Context: an optimization exercise on an open-source flow, tuned for small area and a short achievable clock period. The choices shown serve that exercise and are no tape-out recipe.

== juniper ==
Design processador, start of the top module:
module processador(clk, iin, resetn, outProcessador);
input clk, resetn;
input [15:0] iin;
output [15:0] outProcessador;
reg [1:0] cont;
reg [2:0] hop;           
reg [7:0] sel;           
reg [15:0] X, Y;
wire [2:0] op = iin[15:13];
wire [2:0] rx = iin[12:10];
wire [2:0] ry = iin[9:7];
wire c0 = (cont == 2'd0);
wire c2 = (cont == 2'd2);
wire c3 = (cont == 2'd3);
always @(posedge clk) begin
	if (!resetn) cont <= 2'd0;
	else cont <= cont + 2'd1;
end
always @(posedge clk) begin
	if (!resetn) hop <= 3'b000;
	else if (c0 && op != 3'b011 && op != 3'b110) hop <= op;
end
wire [7:0] rx_oh = 8'd1 << rx;
wire [7:0] ry_oh = 8'd1 << ry;
always @(posedge clk)
	sel <= c0 ? ry_oh : rx_oh;
wire [7:0] rsel = c0 ? rx_oh : sel;
wire [15:0] rq [0:7];
genvar g;
generate for (g = 0; g < 8; g = g + 1) begin : R
	reg [15:0] q;
	always @(posedge clk)
		if (c3 && resetn && sel[g]) q <= X;
	assign rq[g] = q;
end endgenerate
wire [15:0] rd = ({16{rsel[0]}} & rq[0]) | ({16{rsel[1]}} & rq[1]) |
                 ({16{rsel[2]}} & rq[2]) | ({16{rsel[3]}} & rq[3]) |
                 ({16{rsel[4]}} & rq[4]) | ({16{rsel[5]}} & rq[5]) |
  ...
Size in the first run: ~560 cells after synthesis, roughly 180 flip-flops, about 34 I/O pins, about 7500 um2 of cells after synthesis.
==> module processador, before the edit <==
module processador(clk, iin, resetn, outProcessador);
input clk, resetn;
input [15:0] iin;
output [15:0] outProcessador;
reg [1:0] cont;
reg [2:0] hop;           
reg [7:0] sel;           
reg [15:0] X, Y;
wire [2:0] op = iin[15:13];
wire [2:0] rx = iin[12:10];
wire [2:0] ry = iin[9:7];
wire c0 = (cont == 2'd0);
wire c2 = (cont == 2'd2);
wire c3 = (cont == 2'd3);
always @(posedge clk) begin
	if (!resetn) cont <= 2'd0;
	else cont <= cont + 2'd1;
end
always @(posedge clk) begin
	if (!resetn) hop <= 3'b000;
	else if (c0 && op != 3'b011 && op != 3'b110) hop <= op;
end
wire [7:0] rx_oh = 8'd1 << rx;
wire [7:0] ry_oh = 8'd1 << ry;
always @(posedge clk)
	sel <= c0 ? ry_oh : rx_oh;
wire [7:0] rsel = c0 ? rx_oh : sel;
wire [15:0] rq [0:7];
genvar g;
generate for (g = 0; g < 8; g = g + 1) begin : R
	reg [15:0] q;
	always @(posedge clk)
		if (c3 && resetn && sel[g]) q <= X;
	assign rq[g] = q;
end endgenerate
wire [15:0] rd = ({16{rsel[0]}} & rq[0]) | ({16{rsel[1]}} & rq[1]) |
                 ({16{rsel[2]}} & rq[2]) | ({16{rsel[3]}} & rq[3]) |
                 ({16{rsel[4]}} & rq[4]) | ({16{rsel[5]}} & rq[5]) |
                 ({16{rsel[6]}} & rq[6]) | ({16{rsel[7]}} & rq[7]);
wire h_sub = (hop == 3'b001);
wire h_nan = (hop == 3'b010);
wire h_ldi = (hop == 3'b101);
wire h_mov = hop[2] & ~h_ldi;       
wire go = (cont == 2'd1);
reg k_sub, k_nan, k_ldi, k_pass;
always @(posedge clk) begin
	k_sub  <= go & h_sub;
	k_nan  <= go & h_nan;
	k_ldi  <= go & h_ldi;
	k_pass <= ~go | h_mov;
end
wire [15:0] imm = {{6{iin[9]}}, iin[9:0]};
wire [15:0] sum = X + (Y ^ {16{k_sub}}) + {15'd0, k_sub};
reg [15:0] alu;
always @(*) begin
	if (k_pass) alu = Y;
	else if (k_ldi) alu = imm;
	else if (k_nan) alu = ~(X & Y);
	else alu = sum;
end
always @(posedge clk) begin
	Y <= rd;
	X <= alu;
end
assign outProcessador = X;
endmodule
clock: 7.0 ns
lec_check: 0
abc_clock_period_in_ps: 2000
cap_margin: 20
core_margin: 2
core_utilization: 60
place_density: 0.75
setup_slack_margin: 4.6
slew_margin: 20
run.sh (not shown) runs the stock make flow with config.mk's settings and CLKGATE_MAP_FILE= SYNTH_SCRIPT=/design/flow/synth_recipe.tcl, a recipe that flattens the netlist after the stock synthesis.
Edits applied to the flow inputs when going from juniper to violet:
--- a/flow/design.v
+++ b/flow/design.v
@@ -251,10 +251,9 @@
 reg [2:0] hop;           
 reg [7:0] sel;           
-reg [15:0] X, Y;
+reg [15:0] X;
 wire [2:0] op = iin[15:13];
 wire [2:0] rx = iin[12:10];
 wire [2:0] ry = iin[9:7];
 wire c0 = (cont == 2'd0);
-wire c2 = (cont == 2'd2);
 wire c3 = (cont == 2'd3);
 always @(posedge clk) begin
@@ -266,9 +265,6 @@
 	else if (c0 && op != 3'b011 && op != 3'b110) hop <= op;
 end
-wire [7:0] rx_oh = 8'd1 << rx;
-wire [7:0] ry_oh = 8'd1 << ry;
 always @(posedge clk)
-	sel <= c0 ? ry_oh : rx_oh;
-wire [7:0] rsel = c0 ? rx_oh : sel;
+	sel <= (cont == 2'd1) ? (8'd1 << ry) : (8'd1 << rx);
 wire [15:0] rq [0:7];
 genvar g;
@@ -279,8 +275,8 @@
 	assign rq[g] = q;
 end endgenerate
-wire [15:0] rd = ({16{rsel[0]}} & rq[0]) | ({16{rsel[1]}} & rq[1]) |
-                 ({16{rsel[2]}} & rq[2]) | ({16{rsel[3]}} & rq[3]) |
-                 ({16{rsel[4]}} & rq[4]) | ({16{rsel[5]}} & rq[5]) |
-                 ({16{rsel[6]}} & rq[6]) | ({16{rsel[7]}} & rq[7]);
+wire [15:0] rd = ({16{sel[0]}} & rq[0]) | ({16{sel[1]}} & rq[1]) |
+                 ({16{sel[2]}} & rq[2]) | ({16{sel[3]}} & rq[3]) |
+                 ({16{sel[4]}} & rq[4]) | ({16{sel[5]}} & rq[5]) |
+                 ({16{sel[6]}} & rq[6]) | ({16{sel[7]}} & rq[7]);
 wire h_sub = (hop == 3'b001);
 wire h_nan = (hop == 3'b010);
@@ -296,16 +292,14 @@
 end
 wire [15:0] imm = {{6{iin[9]}}, iin[9:0]};
-wire [15:0] sum = X + (Y ^ {16{k_sub}}) + {15'd0, k_sub};
+wire [15:0] sum = X + (rd ^ {16{k_sub}}) + {15'd0, k_sub};
 reg [15:0] alu;
 always @(*) begin
-	if (k_pass) alu = Y;
+	if (k_pass) alu = rd;
 	else if (k_ldi) alu = imm;
-	else if (k_nan) alu = ~(X & Y);
+	else if (k_nan) alu = ~(X & rd);
 	else alu = sum;
 end
-always @(posedge clk) begin
-	Y <= rd;
+always @(posedge clk)
 	X <= alu;
-end
 assign outProcessador = X;
 endmodule
--- outcome ---
No stage failed in violet, and the final checks on the layout all came back clean.
Post-synthesis simple-gate area fraction in violet is 0.41 points above juniper.
Compared with juniper, violet improves HPWL after detailed placement.
The routed wire length of violet exceeds that of juniper by about 1.1%.
| setup slack | lower: violet |
Cell area | violet vs juniper | violet smaller
Summary: worst slew margin relative to its limit, violet worse than juniper
Re end-of-flow core utilization: violet is 2.3 points up on juniper.
violet against juniper: count of clock-buffer cells in the layout has increased, area of the mapped netlist has decreased.
Standard cell with the maximum stage delay on the critical path: ha_1 -> juniper, or4_4 -> violet
No run of this note included a check of the RTL's function; only the layout flow was run.

==> what the ideal ports hide <==
The flow's constraints put no driver on any port. The routed layouts listed below were extracted and timed again, unchanged, in two steps. Step 1, drivers: a clkbuf_16 drives clk and a buf_2 each remaining input, both assumed. Step 2 times the ports against the registers' clock, not the clock port: input delays grow and output delays shrink by t, the midpoint of the rising clock arrivals with the driver on. Three values: ideal ports, drivers, drivers and shift; two values: the first two.
run | t, ns | setup WS [ns] | hold slack, ns | worst setup path after step 2 | worst register clock-pin slew, ns
juniper | 0.471 | 4.557 / 4.557 / 4.183 | 0.479 / 0.479 / 0.479 | input to register | 0.07 / 0.07
violet | 0.474 | 3.647 / 3.647 / 3.647 | 0.483 / 0.483 / 0.483 | register to register | 0.07 / 0.07
After both steps every run listed still meets setup and hold. The setup slack of juniper, which loses most, moves by 0.000 ns with the drivers and by -0.374 ns with both steps.
